What follows belongs to an exercise in optimizing a design on an open flow for small area; a production flow would make more cautious choices.
The RTL was checked by simulation tests, not by an equivalence proof against the original design.
In runs 3 to 6 the design's own scripts or RTL, not TritonCTS, make the clock network.
The clock input has no modelled driver; a real chip could not lean on it and would need a root buffer or a full tree.
Power figures rest on the tool's default switching activity, not on a simulated workload.

### flow/config.mk
export PLATFORM = sky130hd
export DESIGN_NAME = top_control_unit
export DESIGN_NICKNAME = top_control_unit
export VERILOG_FILES = /design/flow/design.v
export SDC_FILE = /design/flow/constraint.sdc
export NUM_CORES = 4
export LEC_CHECK = 0
export ABC_AREA = 1
export CAP_MARGIN = 20
export CORE_MARGIN = 2
export CORE_UTILIZATION = 40
export SLEW_MARGIN = 20
### flow/constraint.sdc
create_clock -name core_clock -period 30.0 [get_ports {clk}]
set_input_delay 6.0000 -clock core_clock [delete_from_list [all_inputs] [get_ports {clk}]]
set_output_delay 6.0000 -clock core_clock [all_outputs]
set_load 0.01 [all_outputs]
### flow/design.v
`timescale 1ns / 1ps
module helper_bcd_to_7seg(
    input wire [3:0] bcd_in,
    output wire [6:0] seg_out
);
    wire A = bcd_in[3], B = bcd_in[2], C = bcd_in[1], D = bcd_in[0];
    wire a = A | C | (B & D) | (~B & ~D);
    wire b = ~B | (~C & ~D) | (C & D);
    wire c = B | ~C | D;
    wire d = A | (~B & ~D) | (~B & C) | (C & ~D) | (B & ~C & D);
    wire e = (~B & ~D) | (C & ~D);
    wire f = A | (~C & ~D) | (B & ~C) | (B & ~D);
    wire g = A | (~B & C) | (B & ~C) | (C & ~D);
    assign seg_out = ~{g, f, e, d, c, b, a};
endmodule
`timescale 1ns / 1ps
module seven_seg_display(
    input wire [1:0] digit_index,
    input wire [1:0] state,
    input wire neg,
    input wire [14:0] prod,       
    output wire [6:0] seg,
    output reg [3:0] an
);
    wire [2:0] k = {1'b0, digit_index} + 3'd2 - {1'b0, state};
    wire [7:0] v = k[2] | k[1] ? prod[14:7] : {1'b0, prod[6:0]};
    wire [3:0] tens, units;
    wire hund;
    bin_to_bcd conv (.m(v), .hu(hund), .t(tens), .u(units));
    wire [6:0] dseg;
    helper_bcd_to_7seg d5 (.bcd_in(k[2] ? {3'd0, hund} : k[0] ? tens : units), .seg_out(dseg));
    wire sign_digit = (digit_index == 2'd3);
    assign seg = sign_digit ? {~neg, 6'b111111} : dseg;
    always @(*) begin
        case (digit_index)
            2'd0: an = 4'b1110;
            2'd1: an = 4'b1101;
            2'd2: an = 4'b1011;
            default: an = 4'b0111;
        endcase
    end
endmodule
`timescale 1ns / 1ps
module bin_to_bcd(
    input [7:0] m,
    output hu,
    output [3:0] t, u
);
    wire [3:0] a1, a2, a3, a4, a5, a6;
    add3 s1 (.v({1'b0, m[7:5]}), .o(a1));
    add3 s2 (.v({a1[2:0], m[4]}), .o(a2));
    add3 s3 (.v({a2[2:0], m[3]}), .o(a3));
    add3 s4 (.v({a3[2:0], m[2]}), .o(a4));
    add3 s5 (.v({a4[2:0], m[1]}), .o(a5));
    add3 s6 (.v({a1[3], a2[3], a3[3], a4[3]}), .o(a6));
    assign u = {a5[2:0], m[0]};
    assign t = {a6[2:0], a5[3]};
    assign hu = a6[3];
endmodule
module add3(input [3:0] v, output [3:0] o);
    assign o[3] = v[3] | (v[2] & (v[1] | v[0]));
    assign o[2] = (v[3] & v[0]) | (v[2] & ~v[1] & ~v[0]);
    assign o[1] = (v[3] & ~v[0]) | (~v[2] & v[1]) | (v[1] & v[0]);
    assign o[0] = (v[3] & ~v[0]) | (~v[3] & ~v[2] & v[0]) | (v[2] & v[1] & ~v[0]);
endmodule
`timescale 1ns / 1ps
module serial_parallel_multiplier(
    input clk, rst,
    input start,
    input [7:0] x, y,
    output [14:0] prod,    
    output neg,
    output flag
);
    reg [3:0] cnt;
    reg [7:0] xr;      
    reg s;             
    reg [6:0] d0;
    reg [7:0] d1;
    wire idle = ~cnt[3] & ~cnt[1] & ~cnt[0];
    wire step = cnt[3] | cnt[1];
    wire cap = start && idle;
    assign flag = ~cnt[3] & cnt[2] & ~cnt[1];
    wire [3:0] cn;
    assign cn[0] = (~cnt[2] & cnt[1]) | (cnt[3] & ~cnt[0]);
    assign cn[1] = cnt[3] | (cnt[2] & cnt[1]);
    assign cn[2] = ~(cnt[1] | (~cnt[2] & ~cnt[0] & ~start));
    assign cn[3] = ~(cnt[0] | (~cnt[3] & ~cnt[1] & ~start));
    wire [7:0] ym = y[7] ? (~y + 1'b1) : y;
    wire ybit = d1[7];
    wire [6:0] xm = xr[6:0] ^ {7{xr[7]}};
    wire [8:0] t0 = {1'b0, d0, 1'b0} + (ybit ? {2'b0, xm} : 9'd0) + (ybit & xr[7]);
    wire [1:0] q0 = (t0 >= 9'd300) ? 2'd3 : (t0 >= 9'd200) ? 2'd2 : (t0 >= 9'd100) ? 2'd1 : 2'd0;
    wire [6:0] n0 = t0 - q0 * 7'd100;
    wire [7:0] n1 = {d1[6:0], 1'b0} + q0;
    always @(posedge clk or posedge rst) begin
        if (rst)
            cnt <= 0;
        else
            cnt <= cn;
    end
    always @(posedge clk) begin
        if (cap) begin
            xr <= x;
            s <= x[7] ^ y[7];
        end
        if (cap) begin
            d0 <= 0;
            d1 <= ym;
        end else if (step) begin
            d0 <= n0;
            d1 <= n1;
        end
    end
    assign prod = {d1, d0};
    assign neg = s & (|prod);
endmodule
`timescale 1ns / 1ps
module top_control_unit(
    input wire clk,
    input wire reset,
    input wire btnL,
    input wire btnR,
    input wire btnC,
    input wire [7:0] multiplicand,
    input wire [7:0] multiplier,
    output wire [6:0] seg,
    output wire [3:0] an,
    output led
);
    reg [1:0] a;
    reg [4:0] s;
    reg [1:0] digit_index;
    reg [1:0] h;                        
    wire [1:0] l = digit_index + a;     
    wire wrap = h[1] & (l == 2'd2);     
    wire f = s[4] ? (s[2] & (s[0] | s[3])) : ~s[2];
    always @(posedge clk or posedge reset) begin
        if (reset) begin
            a <= 0;
            s <= 0;
            digit_index <= 0;
            h <= 0;
        end else begin
            a <= a + 1'b1;
            s <= {s[3:0], f};
            if (wrap) begin
                h <= 2'b00;
                digit_index <= digit_index + 1'b1;
            end else if (l == 2'd3)
                h <= {h[0], ~h[0]};
        end
    end
    wire tick = (a == 2'd1) && (s == 5'b10000);
    wire left_pressed, right_pressed, start_pressed;
    pushbutton_detector pb_left  (.clk(clk), .reset(reset), .en(tick), .x(btnL), .z(left_pressed));
    pushbutton_detector pb_right (.clk(clk), .reset(reset), .en(tick), .x(btnR), .z(right_pressed));
    pushbutton_detector pb_center(.clk(clk), .reset(reset), .en(tick), .x(btnC), .z(start_pressed));
    wire [14:0] prod;
    wire neg;
    serial_parallel_multiplier spm (
        .clk(clk), .rst(reset), .start(start_pressed),
        .x(multiplicand), .y(multiplier),
        .prod(prod), .neg(neg), .flag(led)
    );
    reg [1:0] state;
    always @(posedge clk or posedge reset) begin
        if (reset)
            state <= 0;
        else if (tick) begin
            case (state)
                2'd0: if (right_pressed) state <= 1;
                2'd1: begin
                    if (right_pressed) state <= 2;
                    else if (left_pressed) state <= 0;
                end
                2'd2: if (left_pressed) state <= 1;
                default: state <= 0;
            endcase
        end
    end
    seven_seg_display display_unit (
        .digit_index(digit_index),
        .state(state),
        .neg(neg),
        .prod(prod),
        .seg(seg),
        .an(an)
    );
endmodule
module pushbutton_detector(
    input clk, reset, en, x,
    output z
);
    reg [3:0] st;
    wire [3:0] nx;
    assign nx[0] = (~st[0] & x) | (st[2] & x);
    assign nx[1] = (~st[3] & st[1]) | (st[2] & ~st[0] & x);
    assign nx[2] = (st[0] & x) | (st[2] & st[1] & x);
    assign nx[3] = st[1] & (st[3] | ~st[0]);
    assign z = st[3] & ~st[1];
    always @(posedge clk or posedge reset)
        if (reset) st <= 4'd0;
        else if (en) st <= nx;
endmodule
### flow/flow/run.sh
#!/bin/bash
# Standard synthesis, then the combinational logic re-mapped for area with
# yosys/abc (registers untouched), then the standard layout with small port
# buffers and a lighter clock tree.
set -euo pipefail
W=$(pwd)
R=$W/orfs/results/sky130hd/top_control_unit/base
LIB=$FLOW_HOME/platforms/sky130hd/lib/sky130_fd_sc_hd__tt_025C_1v80.lib

bash standard.sh $R/1_2_yosys.v > synth.log 2>&1
cp $R/1_2_yosys.v synth_std.v
cp $LIB lib.lib
python3 flow/splitlib.py lib.lib comb.lib seq.lib > splitlib.log 2>&1
yosys -s flow/resyn.ys > resyn.log 2>&1
cp synth_resyn.v $R/1_2_yosys.v
rm -f lib.lib comb.lib seq.lib

bash standard.sh \
  "BUFFER_PORTS_ARGS=-buffer_cell sky130_fd_sc_hd__buf_1" \
  "CTS_ARGS=-sink_clustering_enable -repair_clock_nets -buf_list sky130_fd_sc_hd__clkbuf_4 -root_buf sky130_fd_sc_hd__clkbuf_8 -dont_use_dummy_load" \
  finish > layout.log 2>&1
### flow/flow/resyn.abc
strash
&get -n
&deepsyn -T 120
&put
dch -f
amap
mfs
strash
dch -f
amap
topo
### flow/flow/resyn.ys
# Re-map the combinational logic of the standard synthesis for area.
# Registers are read as black boxes, so they keep their cells and names.
read_liberty -lib seq.lib
read_liberty -ignore_miss_func comb.lib
read_verilog -defer synth_std.v
hierarchy -top top_control_unit
flatten
delete t:$scopeinfo
opt_clean
tee -o stat_before.txt stat
abc -liberty lib.lib -dont_use *probe* -dont_use *lpflow* -dont_use *clkbuf* -dont_use *clkinv* -dont_use *dly* -script flow/resyn.abc
opt_clean -purge
hilomap -singleton -hicell sky130_fd_sc_hd__conb_1 HI -locell sky130_fd_sc_hd__conb_1 LO
splitnets
opt_clean -purge
tee -o stat_after.txt stat -liberty lib.lib
write_verilog -noattr -nohex -nodec synth_resyn.v
### flow/flow/splitlib.py
import re,sys,os
KEEPFA=os.environ.get('KEEPFA','0')=='1'
src=open(sys.argv[1]).read()
# find cell groups by brace matching
out_comb=[];out_seq=[]
i=0
m=re.search(r'\n\s*cell\s*\(',src)
header=src[:m.start()]
pos=m.start()
cells=[]
while True:
    m=re.compile(r'\n\s*cell\s*\(\s*"?([\w]+)"?\s*\)\s*\{').search(src,pos)
    if not m: break
    j=m.end(); depth=1
    while depth:
        c=src[j]
        if c=='{': depth+=1
        elif c=='}': depth-=1
        j+=1
    body=src[m.start():j]
    seq=bool(re.search(r'\n\s*(ff|latch|statetable|ff_bank)\s*\(',body)) or (KEEPFA and re.match(r'sky130_fd_sc_hd__(fa|ha)_\d',m.group(1)) is not None)
    cells.append((m.group(1),seq,body))
    pos=j
tail='\n}\n'
open(sys.argv[2],'w').write(header+''.join(b for n,s,b in cells if not s)+tail)
open(sys.argv[3],'w').write(header+''.join(b for n,s,b in cells if s)+tail)
print(len(cells), sum(s for n,s,b in cells))
### flow/standard.sh
#!/bin/bash
# synth_recipe.tcl (not shown) runs the flow's synth.tcl, then flattens the netlist and writes it again
# the make line also repeats each setting of config.mk as NAME=value (left out here)
make -C /OpenROAD-flow-scripts/flow DESIGN_CONFIG=/design/flow/config.mk WORK_HOME=/design/flow/orfs CLKGATE_MAP_FILE= SYNTH_SCRIPT=/design/flow/synth_recipe.tcl "${@:-finish}"
==> flow_summary.ini, run 1 <==
[outcome]
status = no timing/DRC/antenna violations

[clock_tree]
postCtsHoldBufs = 0
cts_max_path_buffers = 2
cts.clk_slew.worst_paths_ns = 0.09
cts_sinks = 53
cts_htree_levels = 2
cts_tree = done
post_cts_resized = 0
numCtsBuffers = 5
post_cts_buffers = 0
clock_latency_ns = 0.30
cts-root-buf = clkbuf_8

[worst_setup_path]
crit_family = compound AO/OA/AOI/OAI gates
critPathMaxFanout = 8
cp-start-kind = flop
arrival_ns = 5.24
slowest_stage = a32oi_1
cp_num_buf_inv = 8
slowest_delay_ns = 0.42
cp.required_ns = 24.00
cp_common_cell = nor2_1
worst_setup_path_end_kind = output port
critPathKind = flop to output port

[floorplan]
start_util = 0.418
die_h_um = 91.8
coreArea_mm2 = 0.00737
ios = 33
die_w_um = 91.8
rows = 31
dieArea_mm2 = 0.00842

[timing]
hold_violations = 0
slew_viol_final = 0
fmax_mhz = 89.0
setup_viol = 0
rsz0062_at_grt = no
finClkSkew_ns = 0.0170
relSlewSlack = 0.481
fin_setup_tns_ns = 0
hold_slack_ns = 0.384
fin_crit_sh = 0.375
fin_crit_ns = 11.24
worst_pin_slew_ns = 0.770

[pwr]
peakVddDrop_mv = 0.0175
power_density_mw_per_mm2 = 33.8
power_leakage_uw = 0.00151

[final_layout]
fin_util = 0.463
layout_common_cells = nor2_1, inv_1, nand2_1
final_common_cell = nor2_1
stdcell_area_mm2 = 0.00342
area_growth_pct = 10.9
fin_nets = 471
antenna_cells = 0
drive_above_1_share = 0.0156

[global_routing]
grt_max_degree = 25
grt_remaining_overflow = 0
grt_use_total = 0.172
grt_pass1_vias = 2582
antenna_found_initial = 0
grt_pass1_wl_mm = 11.9

[detailed_routing]
post_drt_wl_per_cell_um = 12.7
antenna_left = 0
dr_total_vias = 2871
routed_wl_mm = 6.95
drt-initial-drc-count = 212
via_per_inst = 5.25
dr.pass1.iters = 5
drc_errors = 0

[placed_design]
gp_congestion = 0.855
portBuffers = 32
dp_hpwl_mm = 5.44
place_area_mm2 = 0.00335

[logic_synthesis]
synth_nets = 430
syn_area_mm2 = 0.00308
syn_inst = 409
ys_warn_count = 4
postSynthAreaPerCell_um2 = 7.53

[flow_run]
cap_violations = 0

[min_path]
hold_path_class = flop to flop
==> metal layers <==
metal,vias to the layer above,part of all wire,track usage,wire length [um]
met1,1292,0.52,0.262,3610
met2,81,0.42,0.254,2900
met3,7,0.050,0.0271,347
met4,0,0.015,0.0485,101
li1,1491,-,-,-
met5,-,0,0,0
==> worst register-to-register path, stage by stage (launching register included) <==
cell	delay (ns)
edfxtp_1	0.57
nor2_1	0.09
a211oi_1	0.34
nor2_1	0.07
a21oi_1	0.15
nand2_1	0.08
o21ai_0	0.10
nand2_1	0.09
o21ai_0	0.14
a21oi_1	0.13
o21ai_0	0.48
nand2_1	0.10
o22ai_1	0.41
inv_1	0.16
o21ai_0	0.41
inv_1	0.16
nor2_1	0.15
nor2_1	0.08
a21oi_1	0.17
nand2_1	0.12
and2_0	0.19
o21a_1	0.18
o32ai_1	0.21
==> registers in the layout, summed over array words and instances, names as in the netlist <==
signal and flops:
h 2, spm.d1 8, spm.s 1, pb_right.st 4
spm.d0 7, pb_left.st 4, state 2, spm.xr 8
digit_index 2, a 2, s 5, pb_center.st 4
spm.cnt 4
==> report_power, final <==
| group | internal [uW] | total, uW | switching [uW] |
|---|---|---|---|
| registers | 74.4 | 74.5 | 0.107 |
| clock network | 15.1 | 37.1 | 21.9 |
| logic | 1.51 | 3.97 | 2.46 |
==> stage by stage <==
| step | cells | worst slack, ns | total power [uW] |
|---|---|---|---|
| after floorplan | 409 | 19.65 | 78.2 |
| after global placement | 541 | 19.48 | 79.8 |
| after detailed placement | 542 | 19.22 | 80.1 |
| after CTS | 547 | 18.86 | 117 |
| after global routing | 547 | 18.08 | 120 |
| final | 547 | 18.76 | 116 |
==> final cells by class <==
cell class	instances	area (um^2)
fill	770	3950
multi-input combinational	290	1460
sequential	53	1380
inverter	66	248
timing repair buffer	34	143
tap	99	124
clock buffer	5	68.8
==> worst paths after layout <==
| check | slack [ns] | endpoint | from | depth (start not counted) |
|---|---|---|---|---|
| min in group asynchronous | 5.77 | pb_center.st[2] | reset | 2 |
| worst min-delay path | 0.38 | s[2] | s[1] | 0 |
| worst max-delay path | 18.76 | seg[0] | state[1] | 30 |
| max in group asynchronous | 23.70 | spm.cnt[1] | reset | 3 |
| worst min register to register | 0.38 | s[2] | s[1] | 0 |
| worst max register to register | 25.32 | spm.d0[6] | spm.xr[7] | 22 |
==> inputs of run 2 (changes only) <==
--- a/flow/flow/run.sh
+++ b/flow/flow/run.sh
@@ -19,3 +19,4 @@
   "BUFFER_PORTS_ARGS=-buffer_cell sky130_fd_sc_hd__buf_1" \
-  "CTS_ARGS=-sink_clustering_enable -repair_clock_nets -buf_list sky130_fd_sc_hd__clkbuf_4 -root_buf sky130_fd_sc_hd__clkbuf_8 -dont_use_dummy_load" \
+  "CTS_ARGS=-sink_clustering_enable -repair_clock_nets -buf_list sky130_fd_sc_hd__clkbuf_8 -dont_use_dummy_load" \
+  "PRE_CTS_TCL=$W/flow/pre_cts.tcl" \
   finish > layout.log 2>&1
==> flow/flow/pre_cts.tcl (new file) <==
# One clock buffer for all registers: the clock port drives only this buffer.
insert_buffer -buffer_cell sky130_fd_sc_hd__clkbuf_16 -net clk -buffer_name clkbuf_root -net_name clk_root
==> flow_summary.ini, run 2 <==
[timing]
slew_viol_final = 0
finClkSkew_ns = 0.0169
relSlewSlack = 0.507
hold_slack_ns = 0.383
setup_viol = 0
setup_slack_ns = 18.68
fin_setup_tns_ns = 0
hold_violations = 0
fin_crit_ns = 11.32
worst_pin_slew_ns = 0.731
fmax_mhz = 88.3
rsz0062_at_grt = no
fin_crit_sh = 0.377

[pwr]
peakVddDrop_mv = 0.0346
power_leakage_uw = 0.00152
power_density_mw_per_mm2 = 35.6

[detailed_routing]
dr.pass1.iters = 4
antenna_left = 0
drc_errors = 0
drt-initial-drc-count = 185
post_drt_wl_per_cell_um = 12.7
via_per_inst = 5.21
dr_total_vias = 2854
routed_wl_mm = 6.94

[worst_setup_path]
cp.required_ns = 24.00
slowest_stage = a32oi_1
worst_setup_path_end_kind = output port
cp_num_buf_inv = 8
cp-start-kind = flop
cp-startpoint = state[1]
slowest_delay_ns = 0.42
worstReg2RegStart = spm.xr[7]
crit_family = compound AO/OA/AOI/OAI gates
cp_common_cell = nor2_1
arrival_ns = 5.32
critPathKind = flop to output port
critPathMaxFanout = 8

[global_routing]
grt_pass1_vias = 2594
grt_pass1_wl_mm = 11.9
grt_remaining_overflow = 0
antenna_found_initial = 0
grt_use_total = 0.172
grt_max_degree = 25

[final_layout]
layout_common_cells = nor2_1, inv_1, nand2_1
fin_util = 0.467
final_common_cell = nor2_1
antenna_cells = 0
area_growth_pct = 11.7
register_area_mm2 = 0.00138
fillers = 767
multi_input_area_mm2 = 0.00146
fin_nets = 472
drive_above_1_share = 0.0178
top_regs = spm.d1: 8 flops, spm.xr: 8 flops, spm.d0: 7 flops

[floorplan]
dieArea_mm2 = 0.00842
start_util = 0.418
ios = 33
rows = 31
coreArea_mm2 = 0.00737
die_w_um = 91.8
die_h_um = 91.8

[clock_tree]
cts_tree = done
cts.clk_slew.worst_paths_ns = 0.09
postCtsHoldBufs = 0
clock_latency_ns = 0.42
post_cts_buffers = 0
numCtsBuffers = 5
post_cts_resized = 0
cts_sinks = 53

[outcome]
status = no timing/DRC/antenna violations

[logic_synthesis]
ys_warn_count = 4
syn_inst = 409
postSynthAreaPerCell_um2 = 7.53
synth_nets = 430
syn_area_mm2 = 0.00308

[min_path]
min_from = s[1]
hold_path_class = flop to flop

[placed_design]
place_ws_ns = 19.22
dp_hpwl_mm = 5.44
portBuffers = 32
gp_congestion = 0.855

[flow_run]
cap_violations = 0
## run 2: through the flow
stage / power (uW) / cells / area [um^2]
global placement: 79.8 / 541 / 3330
global route: 128 / 548 / 3440
floorplan: 78.2 / 409 / 3080
CTS: 125 / 548 / 3440
finish: 123 / 548 / 3440
detailed placement: 80.1 / 542 / 3350
## run 2: routing by layer
| metal | vias to the layer above | track usage | part of all wire | wire length [um] |
|---|---|---|---|---|
| met2 | 56 | 0.254 | 0.42 | 2920 |
| met3 | 2 | 0.0271 | 0.038 | 261 |
| met5 | - | 0 | 0 | 0 |
| li1 | 1494 | - | - | - |
| met4 | 0 | 0.0460 | 0.0058 | 40 |
| met1 | 1302 | 0.262 | 0.54 | 3710 |
## run 2: report_power, final
group	switching, uW	internal, uW
sequential	0.106	74.4
clock	23.3	20.9
combinational	2.45	1.51
total	25.8	96.8
## run 2: worst paths after layout
path	end	cells past startpoint	slack (ns)
max	seg[0]	30	18.68
min	s[2]	0	0.38
max reg2reg	spm.d0[6]	22	25.28
min reg2reg	s[2]	0	0.38
max in group asynchronous	spm.cnt[1]	3	23.82
min in group asynchronous	pb_center.st[2]	2	5.65
## run 2: area by class of cell, clock buffers not listed
type / count / area share
inverter: 66 / 0.0720
multi-input combinational: 290 / 0.423
sequential: 53 / 0.400
tap: 99 / 0.0360
timing repair buffer: 34 / 0.0415
==> inputs of run 3 (changes only) <==
--- a/flow/design.v
+++ b/flow/design.v
@@ -153,3 +153,3 @@
     end
-    wire tick = (a == 2'd1) && (s == 5'b10000);
+    wire tick = (a == 2'd1) && s[4] && !s[3] && !s[1] && !s[0];
     wire left_pressed, right_pressed, start_pressed;
--- a/flow/flow/run.sh
+++ b/flow/flow/run.sh
@@ -17,6 +17,5 @@
 
-bash standard.sh \
-  "BUFFER_PORTS_ARGS=-buffer_cell sky130_fd_sc_hd__buf_1" \
-  "CTS_ARGS=-sink_clustering_enable -repair_clock_nets -buf_list sky130_fd_sc_hd__clkbuf_8 -dont_use_dummy_load" \
-  "PRE_CTS_TCL=$W/flow/pre_cts.tcl" \
-  finish > layout.log 2>&1
+ARGS=("BUFFER_PORTS_ARGS=-buffer_cell sky130_fd_sc_hd__buf_1")
+bash standard.sh "${ARGS[@]}" $R/3_place.odb $R/3_place.sdc > place.log 2>&1
+RDIR=$R LIBFILE=$LIB NCL=4 CLKBUF=sky130_fd_sc_hd__clkbuf_8 openroad -no_init -exit flow/cts.tcl > cts.log 2>&1
+bash standard.sh "${ARGS[@]}" finish > layout.log 2>&1
==> flow/flow/cts.tcl (new file) <==
# Clock tree: the registers are split into NCL groups of equal size by location;
# each group's clock pins are driven by one buffer at the group's centre, and
# the clock port drives only these buffers.
set R $::env(RDIR)
set NCL $::env(NCL)
set BUF $::env(CLKBUF)
read_db $R/3_place.odb
read_liberty $::env(LIBFILE)
read_sdc $R/3_place.sdc
set db [ord::get_db]
set block [ord::get_db_block]
set clknet [$block findNet clk]
set sinks {}
foreach it [$clknet getITerms] {
  if {[$it isInputSignal]} {
    set inst [$it getInst]
    set bb [$inst getBBox]
    lappend sinks [list $it [expr {([$bb xMin] + [$bb xMax]) / 2.0}] [expr {([$bb yMin] + [$bb yMax]) / 2.0}]]
  }
}
set n [llength $sinks]
puts "clock sinks: $n"
# balanced split: halves by x, then each half into NCL/2 parts by y
set byx [lsort -real -index 1 $sinks]
set half [expr {$n / 2}]
set parts [list [lrange $byx 0 [expr {$half - 1}]] [lrange $byx $half end]]
set groups {}
set per [expr {$NCL / 2}]
foreach p $parts {
  set byy [lsort -real -index 2 $p]
  set m [llength $byy]
  for {set c 0} {$c < $per} {incr c} {
    set lo [expr {int($c * $m / $per)}]
    set hi [expr {int(($c + 1) * $m / $per) - 1}]
    lappend groups [lrange $byy $lo $hi]
  }
}
set cents {}
foreach g $groups {
  set sx 0.0; set sy 0.0
  foreach s $g { set sx [expr {$sx + [lindex $s 1]}]; set sy [expr {$sy + [lindex $s 2]}] }
  set k [llength $g]
  lappend cents [list [expr {$sx / $k}] [expr {$sy / $k}]]
}
set master [$db findMaster $BUF]
for {set c 0} {$c < $NCL} {incr c} {
  set g [lindex $groups $c]
  if {[llength $g] == 0} continue
  set buf [odb::dbInst_create $block $master "clkbuf_leaf_$c"]
  set net [odb::dbNet_create $block "clk_leaf_$c"]
  $net setSigType CLOCK
  [$buf findITerm A] connect $clknet
  [$buf findITerm X] connect $net
  foreach s $g {
    set it [lindex $s 0]
    $it disconnect
    $it connect $net
  }
  set cx [expr {int([lindex [lindex $cents $c] 0])}]
  set cy [expr {int([lindex [lindex $cents $c] 1])}]
  $buf setLocation $cx $cy
  $buf setPlacementStatus PLACED
  puts "group $c: [llength $g] sinks, buffer at $cx $cy"
}
set_propagated_clock [all_clocks]
detailed_placement
check_placement -verbose
estimate_parasitics -placement
report_clock_skew
report_checks -path_delay min
write_db $R/4_1_cts.odb
write_sdc $R/4_cts.sdc
removed: flow/flow/pre_cts.tcl
==> flow_summary.ini, run 3 <==
[worst_setup_path]
cp.required_ns = 24.00
r2r_slack_ns = 25.39
crit_end = seg[6]
slowest_delay_ns = 0.47
arrival_ns = 5.57
slowest_stage = o21ai_0
cp-start-kind = flop
regToRegEndpoint = spm.d1[7]
critPathKind = flop to output port
rr_worst_depth = 26
worstReg2RegStart = spm.d1[7]
critPathMaxFanout = 8
cp-startpoint = state[1]
worst_setup_path_end_kind = output port
cp_common_cell = nor2_1

[detailed_routing]
drt-initial-drc-count = 138
routed_wl_mm = 6.77
drc_errors = 0
via_per_inst = 5.21
dr.pass1.iters = 4
antenna_left = 0
post_drt_wl_per_cell_um = 12.7
dr_total_vias = 2785

[floorplan]
start_util = 0.416
die_w_um = 91.3
die_h_um = 91.3
rows = 31
coreArea_mm2 = 0.00733
dieArea_mm2 = 0.00834
ios = 33

[pwr]
power_density_mw_per_mm2 = 32.2
peakVddDrop_mv = 0.0234
total_power_uw = 109
power_leakage_uw = 0.00154

[final_layout]
multi_input_area_mm2 = 0.00142
register_area_mm2 = 0.00138
fillers = 738
antenna_cells = 0
layout_common_cells = nor2_1, inv_1, nand2_1
drive_above_1_share = 0.0138
final_common_cell = nor2_1
top_regs = spm.d1: 8 flops, spm.xr: 8 flops, spm.d0: 7 flops
area_growth_pct = 11.0
fin_nets = 459

[outcome]
status = no timing/DRC/antenna violations

[logic_synthesis]
ys_warn_count = 4
postSynthAreaPerCell_um2 = 7.66
syn_area_mm2 = 0.00305
syn_inst = 398
synth_nets = 419

[timing]
hold_violations = 0
worst_pin_slew_ns = 0.675
slew_viol_final = 0
rsz0062_at_grt = no
relSlewSlack = 0.548
fin_crit_ns = 11.57
setup_viol = 0
fmax_mhz = 86.4
fin_crit_sh = 0.386
finClkSkew_ns = 0.0195
fin_setup_tns_ns = 0
setup_slack_ns = 18.43

[global_routing]
grt_pass1_vias = 2596
grt_use_total = 0.163
grt_pass1_wl_mm = 11.7
grt_remaining_overflow = 0
antenna_found_initial = 0
grt_max_degree = 21

[flow_run]
cap_violations = 0

[placed_design]
dp_hpwl_mm = 5.38
gp_congestion = 0.917
portBuffers = 32
place_ws_ns = 18.74

[clock_tree]
cts.clk_slew.worst_paths_ns = 0.10
clock_latency_ns = 0.16

[min_path]
hold_path_class = flop to flop
## run 3: power by group
part	switching (uW)	total (uW)	leakage, uW	internal (uW)
logic	2.64	4.32	0.000959	1.68
registers	0	74.3	0.000555	74.3
clock network	18.1	30.4	0.0000288	12.3
## run 3: layer usage
metal  up-vias  wire length [um]  GRT usage
li1       1463                 -          -
met1      1267              3290      0.235
met2        47              3120      0.278
met3         8               251    0.00996
met4         0               107     0.0215
met5         -                 0          0
## run 3: area by class of cell
type | count | area share
Multi-Input combinational cell | 277 | 0.419
Sequential cell | 53 | 0.407
Inverter | 68 | 0.0754
Timing Repair Buffer | 34 | 0.0458
Tap cell | 99 | 0.0366
Buffer | 4 | 0.0163
## run 3: critical path, delay by kind of cell, from the launching register on
family	cells	cell delay, ns
flip-flops	1	0.41
AO/OA/AOI/OAI	11	2.28
AND/OR/NAND/NOR	14	1.97
buffers and inverters	6	0.72
## run 3: worst min-delay path by stage
stage	start	to	slack, ns	depth (start not counted)
floorplan	s[0]	s[1]	0.35	0
global placement	s[3]	s[4]	0.36	0
detailed placement	s[3]	s[4]	0.36	0
global route	s[3]	s[4]	0.39	0
finish	s[3]	s[4]	0.38	0
## run 3: per-stage QoR
step           hold WS, ns  std cells  area, um^2  utilization
6_report             0.379        535        3380        0.462
5_1_grt              0.386        535        3380        0.462
3_5_place_dp         0.364        531        3330        0.454
3_3_place_gp         0.361        530        3300        0.450
2_1_floorplan        0.354        398        3050            -
==> inputs of run 4 (changes only) <==
--- a/flow/flow/run.sh
+++ b/flow/flow/run.sh
@@ -2,4 +2,6 @@
 # Standard synthesis, then the combinational logic re-mapped for area with
-# yosys/abc (registers untouched), then the standard layout with small port
-# buffers and a lighter clock tree.
+# yosys/abc (registers untouched: same cells and names), then the standard
+# layout with buf_1 port buffers, except that the clock tree is built by
+# flow/cts.tcl: four clkbuf_8, each driving a quarter of the registers, fed
+# directly by the clock port.
 set -euo pipefail
==> flow_summary.ini, run 4 <==
[final_layout]
area_growth_pct = 11.0
drive_above_1_share = 0.0138
fin_nets = 459
layout_common_cells = nor2_1, inv_1, nand2_1
final_common_cell = nor2_1
antenna_cells = 0
top_regs = spm.d1: 8 flops, spm.xr: 8 flops, spm.d0: 7 flops

[floorplan]
start_util = 0.416
rows = 31
die_w_um = 91.3
die_h_um = 91.3
ios = 33
coreArea_mm2 = 0.00733
dieArea_mm2 = 0.00834

[flow_run]
cap_violations = 0

[detailed_routing]
dr_total_vias = 2785
drt-initial-drc-count = 138
routed_wl_mm = 6.77
via_per_inst = 5.21
drc_errors = 0
dr.pass1.iters = 4
antenna_left = 0
post_drt_wl_per_cell_um = 12.7

[timing]
fmax_mhz = 86.4
fin_setup_tns_ns = 0
fin_crit_sh = 0.386
slew_viol_final = 0
worst_pin_slew_ns = 0.675
hold_violations = 0
relSlewSlack = 0.548
fin_crit_ns = 11.57
finClkSkew_ns = 0.0195
setup_slack_ns = 18.43
rsz0062_at_grt = no
setup_viol = 0

[pwr]
power_density_mw_per_mm2 = 32.2
peakVddDrop_mv = 0.0234
power_leakage_uw = 0.00154

[logic_synthesis]
ys_warn_count = 4
postSynthAreaPerCell_um2 = 7.66
syn_inst = 398
synth_nets = 419
syn_area_mm2 = 0.00305

[min_path]
hold_path_class = flop to flop

[placed_design]
dp_hpwl_mm = 5.38
portBuffers = 32
place_ws_ns = 18.74
gp_congestion = 0.917

[worst_setup_path]
critPathMaxFanout = 8
critPathKind = flop to output port
slowest_delay_ns = 0.47
arrival_ns = 5.57
cp-start-kind = flop
worst_setup_path_end_kind = output port
cp_common_cell = nor2_1
slowest_stage = o21ai_0
cp.required_ns = 24.00

[global_routing]
grt_pass1_wl_mm = 11.7
grt_remaining_overflow = 0
grt_max_degree = 21
antenna_found_initial = 0
grt_pass1_vias = 2596
grt_use_total = 0.163

[outcome]
status = no timing/DRC/antenna violations

[clock_tree]
clock_latency_ns = 0.16
cts.clk_slew.worst_paths_ns = 0.10
## run 4: cell counts in the layout (fill, tap and decap cells not counted)
No cell type changed its count.
## run 4: worst paths after layout
check	from	to	slack, ns	cells past startpoint
worst max-delay path	state[1]	seg[6]	18.43	31
worst min-delay path	s[3]	s[4]	0.38	0
worst max register to register	spm.d1[7]	spm.d1[7]	25.39	26
worst min register to register	s[3]	s[4]	0.38	0
max in group asynchronous	reset	pb_right.st[3]	23.62	3
min in group asynchronous	reset	digit_index[0]	5.87	2
## run 4: area by class of cell
type,instances,area (um^2)
flip-flops and latches,53,1380
repair buffers,34,155
fillers,738,3950
plain buffers,4,55.1
multi-input cells,277,1420
inverters,68,255
well taps,99,124
## run 4: through the flow
stage	util	hold slack [ns]	cell area, um^2	instances	total power, uW
finish	0.462	0.379	3380	535	109
global route	0.462	0.386	3380	535	113
detailed placement	0.454	0.364	3330	531	80.2
global placement	0.450	0.361	3300	530	79.7
floorplan	-	0.354	3050	398	78.0
## run 4: critical path, delay by kind of cell, from the launching register on
kind	cells	cell delay (ns)
DFF	1	0.41
buffers and inverters	6	0.72
AOI/OAI and AO/OA	11	2.28
and+or+nand+nor	14	1.97
## run 4: routing by layer
layer  share of wire  track usage  wire length (um)  vias to the layer above
met3           0.037      0.00996               251                        8
li1                -            -                 -                     1463
met5               0            0                 0                        -
met2            0.46        0.278              3120                       47
met1            0.49        0.235              3290                     1267
met4           0.016       0.0215               107                        0
## run 4: power breakdown
group	internal (uW)	switching, uW	leakage, uW
registers	74.3	0	0.000555
logic	1.68	2.64	0.000959
clock network	12.3	18.1	0.0000288
==> inputs of run 5 (changes only) <==
--- a/flow/flow/resyn.ys
+++ b/flow/flow/resyn.ys
@@ -1,2 +1,3 @@
-# Re-map the combinational logic of the standard synthesis for area.
+# Re-map the combinational logic of the standard synthesis for area (of two
+# cells with the same area, only the stronger one is used).
 # Registers are read as black boxes, so they keep their cells and names.
@@ -10,3 +11,3 @@
 tee -o stat_before.txt stat
-abc -liberty lib.lib -dont_use *probe* -dont_use *lpflow* -dont_use *clkbuf* -dont_use *clkinv* -dont_use *dly* -script flow/resyn.abc
+abc -liberty lib.lib -dont_use *probe* -dont_use *lpflow* -dont_use *clkbuf* -dont_use *clkinv* -dont_use *dly* -dont_use sky130_fd_sc_hd__inv_1 -dont_use sky130_fd_sc_hd__a21boi_0 -dont_use sky130_fd_sc_hd__and2_0 -dont_use sky130_fd_sc_hd__o21ai_0 -dont_use sky130_fd_sc_hd__o311ai_0 -dont_use sky130_fd_sc_hd__or2_0 -dont_use sky130_fd_sc_hd__or2_1 -dont_use sky130_fd_sc_hd__mux2_1 -dont_use sky130_fd_sc_hd__a21bo_1 -dont_use sky130_fd_sc_hd__a31o_1 -dont_use sky130_fd_sc_hd__and4bb_1 -dont_use sky130_fd_sc_hd__o211a_1 -dont_use sky130_fd_sc_hd__o21ba_1 -dont_use sky130_fd_sc_hd__o221a_1 -dont_use sky130_fd_sc_hd__or3b_1 -dont_use sky130_fd_sc_hd__or4b_1 -script flow/resyn.abc
 opt_clean -purge
==> flow_summary.ini, run 5 <==
[outcome]
status = no timing/DRC/antenna violations

[timing]
fin_crit_ns = 11.47
finClkSkew_ns = 0.0141
worst_pin_slew_ns = 0.737
fmax_mhz = 87.2
hold_slack_ns = 0.379
slew_viol_final = 0
fin_crit_sh = 0.382
hold_violations = 0
relSlewSlack = 0.507
fin_setup_tns_ns = 0
rsz0062_at_grt = no
setup_viol = 0

[global_routing]
grt_pass1_vias = 2638
antenna_found_initial = 0
grt_pass1_wl_mm = 11.9
grt_remaining_overflow = 0
grt_use_total = 0.166
grt_max_degree = 30

[worst_setup_path]
arrival_ns = 5.47
slowest_stage = o22ai_1
cp-start-kind = flop
cp_common_cell = nor2_1
cp.required_ns = 24.00
critPathKind = flop to output port
worst_setup_path_end_kind = output port
worstReg2RegStart = spm.d1[7]
cp_num_buf_inv = 5
cp-startpoint = state[1]
critPathMaxFanout = 8
crit_family = compound AO/OA/AOI/OAI gates
slowest_delay_ns = 0.48

[final_layout]
fin_cells = 534
drive_above_1_share = 0.170
top_regs = spm.d1: 8 flops, spm.xr: 8 flops, spm.d0: 7 flops
fillers = 754
area_growth_pct = 10.0
layout_common_cells = nor2_1, inv_2, nand2_1
antenna_cells = 0
final_common_cell = nor2_1
fin_nets = 458

[logic_synthesis]
syn_area_mm2 = 0.00305
synth_nets = 419
syn_inst = 398
ys_warn_count = 4
postSynthAreaPerCell_um2 = 7.66

[floorplan]
die_h_um = 91.3
die_w_um = 91.3
coreArea_mm2 = 0.00733
ios = 33
start_util = 0.416
rows = 31
dieArea_mm2 = 0.00834

[pwr]
peakVddDrop_mv = 0.0295
total_power_uw = 109
p_comb_frac = 0.037
clockPowerShare = 0.279
netSwitchingPower_uw = 20.8
swShare = 0.191
intPower_uw = 87.9
power_density_mw_per_mm2 = 32.4
power_leakage_uw = 0.00145
pwr-share-seq = 0.683

[placed_design]
dp_hpwl_mm = 5.35
portBuffers = 32
dp.cells = 530
gp_congestion = 0.889

[min_path]
min_from = s[0]
hold_path_class = flop to flop

[detailed_routing]
antenna_left = 0
drt-initial-drc-count = 97
drc_errors = 0
via_per_inst = 5.19
dr.pass1.iters = 4
post_drt_wl_per_cell_um = 12.6
dr_total_vias = 2771
routed_wl_mm = 6.72

[clock_tree]
clock_latency_ns = 0.15
cts.clk_slew.worst_paths_ns = 0.10

[flow_run]
cap_violations = 0
-- run 5: final cells by class --
cell class / count / area (um^2) / share of cell area
inverter: 68 / 255 / 0.0760
timing repair buffer: 33 / 128 / 0.0380
multi-input combinational: 277 / 1420 / 0.423
buffer: 4 / 55.1 / 0.0164
sequential: 53 / 1380 / 0.410
tap: 99 / 124 / 0.0369
-- run 5: path summary, 6_finish.rpt --
kind	end	slack, ns	depth (start not counted)
max	seg[6]	18.53	31
min	s[1]	0.38	0
max reg2reg	spm.d1[7]	25.67	27
min reg2reg	s[1]	0.38	0
max in group asynchronous	h[0]	23.72	2
min in group asynchronous	digit_index[1]	5.89	2
-- run 5: per-layer routing --
| layer | up-vias | share of wire | wire length, um | GRT usage |
|---|---|---|---|---|
| met5 | - | 0 | 0 | 0 |
| met4 | 0 | 0.015 | 99 | 0.0240 |
| met3 | 7 | 0.027 | 182 | 0.0116 |
| met2 | 35 | 0.46 | 3090 | 0.280 |
| met1 | 1241 | 0.50 | 3350 | 0.241 |
| li1 | 1488 | - | - | - |
-- run 5: through the flow --
| step | cell area [um^2] | utilization | setup WS [ns] |
|---|---|---|---|
| 2_1_floorplan | 3050 | - | 19.36 |
| 3_3_place_gp | 3300 | 0.450 | 19.10 |
| 3_5_place_dp | 3300 | 0.450 | 18.80 |
| 5_1_grt | 3360 | 0.458 | 17.85 |
| 6_report | 3360 | 0.458 | 18.53 |
-- run 5: power by group through the flow --
stage / combinational (uW) / clock (uW) / sequential (uW)
final: 4.05 / 30.4 / 74.3
after floorplan: 2.24 / 0 / 75.8
after detailed placement: 4.10 / 0 / 75.8
after global routing: 4.74 / 34.2 / 74.3
after global placement: 4.01 / 0 / 75.8
==> inputs of run 6 (changes only) <==
--- a/flow/design.v
+++ b/flow/design.v
@@ -102,6 +102,6 @@
     always @(posedge clk) begin
-        if (cap) begin
+        if (idle)
             xr <= x;
+        if (cap)
             s <= x[7] ^ y[7];
-        end
         if (cap) begin
==> flow_summary.ini, run 6 <==
[detailed_routing]
drc_errors = 0
routed_wl_mm = 6.81
dr.pass1.iters = 5
post_drt_wl_per_cell_um = 12.5
drt-initial-drc-count = 113
dr_total_vias = 2828
antenna_left = 0
via_per_inst = 5.19

[worst_setup_path]
slowest_delay_ns = 0.72
cp.required_ns = 24.00
arrival_ns = 6.09
critPathKind = flop to output port
crit_cells = 31
regToRegEndpoint = spm.d1[7]
cp-start-kind = flop
cp_num_buf_inv = 4
critPathMaxFanout = 12
crit_family = compound AO/OA/AOI/OAI gates
r2r_slack_ns = 24.92
slowest_stage = o221ai_1
worstReg2RegStart = spm.xr[7]
rr_worst_depth = 29
worst_setup_path_end_kind = output port

[flow_run]
cap_violations = 0

[min_path]
min_from = s[0]
min_to = s[1]
whs_path_depth = 0
hold_path_class = flop to flop

[global_routing]
grt_max_degree = 30
grt_pass1_vias = 2692
grt_pass1_wl_mm = 11.7
grt_remaining_overflow = 0
grt_use_total = 0.161
antenna_found_initial = 0

[logic_synthesis]
ys_warn_count = 4
synth_nets = 428
postSynthAreaPerCell_um2 = 7.58
syn_area_mm2 = 0.00308
syn_inst = 407

[floorplan]
rows = 32
coreArea_mm2 = 0.00761
die_h_um = 91.8
start_util = 0.405
ios = 33
dieArea_mm2 = 0.00843
die_w_um = 91.8

[placed_design]
place_area_mm2 = 0.00333
dp_hpwl_mm = 5.28
portBuffers = 32
gp_congestion = 0.862

[timing]
worst_pin_slew_ns = 0.950
relSlewSlack = 0.367
hold_slack_ns = 0.387
setup_viol = 0
hold_violations = 0
fmax_mhz = 82.7
fin_crit_sh = 0.403
fin_crit_ns = 12.09
finClkSkew_ns = 0.0170
rsz0062_at_grt = no
slew_viol_final = 0
fin_setup_tns_ns = 0

[clock_tree]
clock_latency_ns = 0.16
cts.clk_slew.worst_paths_ns = 0.10

[final_layout]
stdcell_area_mm2 = 0.00339
drive_above_1_share = 0.160
fin_nets = 466
register_area_mm2 = 0.00138
fillers = 801
fin_util = 0.445
antenna_cells = 0
top_regs = spm.d1: 8 flops, spm.xr: 8 flops, spm.d0: 7 flops
area_growth_pct = 9.82
layout_common_cells = nor2_1, inv_2, nand2_1
multi_input_area_mm2 = 0.00148
final_common_cell = nor2_1

[pwr]
peakVddDrop_mv = 0.0265
power_density_mw_per_mm2 = 34.5
power_leakage_uw = 0.00144
total_power_uw = 117

[outcome]
status = no timing/DRC/antenna violations
[run 6: worst max-delay path by stage]
stage / from / end / slack (ns)
6_report: state[1] / seg[6] / 17.91
5_1_grt: state[1] / seg[0] / 17.35
3_5_place_dp: state[1] / seg[6] / 18.32
3_3_place_gp: state[1] / seg[6] / 18.62
2_1_floorplan: digit_index[1] / seg[6] / 19.10
[run 6: per-layer routing]
layer / part of all wire / vias to the layer above / track usage
li1: - / 1503 / -
met1: 0.48 / 1283 / 0.213
met2: 0.48 / 38 / 0.301
met3: 0.031 / 4 / 0.0107
met4: 0.0087 / 0 / 0.0124
met5: 0 / - / 0
[run 6: through the flow]
step                instances  setup slack, ns
global route              545            17.35
detailed placement        541            18.32
global placement          541            18.62
finish                    545            17.91
floorplan                 407            19.10
[run 6: layout make-up]
type | count | share of cell area
well taps | 102 | 0.0377
repair buffers | 32 | 0.0355
plain buffers | 4 | 0.0163
inverters | 62 | 0.0687
flip-flops and latches | 53 | 0.406
multi-input cells | 292 | 0.436
[run 6: where the power goes]
group / leakage [uW] / internal [uW] / switching (uW)
Sequential: 0.000579 / 75.1 / 0.572
Combinational: 0.000831 / 3.93 / 6.79
Clock: 0.0000288 / 12.3 / 18.2
Total: 0.00144 / 91.3 / 25.6

[re-timing with driven ports]
The flow's constraints put no driver on any port. The routed layouts listed below were extracted and timed again, unchanged, in two steps. Step 1, drivers: a clkbuf_16 drives clk and a buf_2 each remaining input, both assumed. Step 2 times the ports against the registers' clock, not the clock port: input delays grow and output delays shrink by t, the midpoint of the rising clock arrivals with the driver on. Three values: no drivers, after step 1, after step 2; two values: the first two.
run	t, ns	setup WS [ns]	worst hold slack (ns)	clock arrival spread, ns	pins driven straight from the clock port
run 1	0.326	18.761 / 18.731 / 19.057	0.384 / 0.384 / 0.384	0.017 / 0.016	1
run 2	0.435	18.675 / 18.654 / 19.089	0.383 / 0.383 / 0.383	0.017 / 0.016	1
run 3	0.208	18.433 / 18.372 / 18.580	0.379 / 0.379 / 0.379	0.022 / 0.021	4
run 4	0.208	18.433 / 18.372 / 18.580	0.379 / 0.379 / 0.379	0.022 / 0.021	4
run 5	0.206	18.529 / 18.470 / 18.676	0.379 / 0.379 / 0.379	0.014 / 0.014	4
run 6	0.206	17.910 / 17.852 / 18.058	0.387 / 0.387 / 0.387	0.017 / 0.017	4
After both steps setup and hold are still met in every run listed.
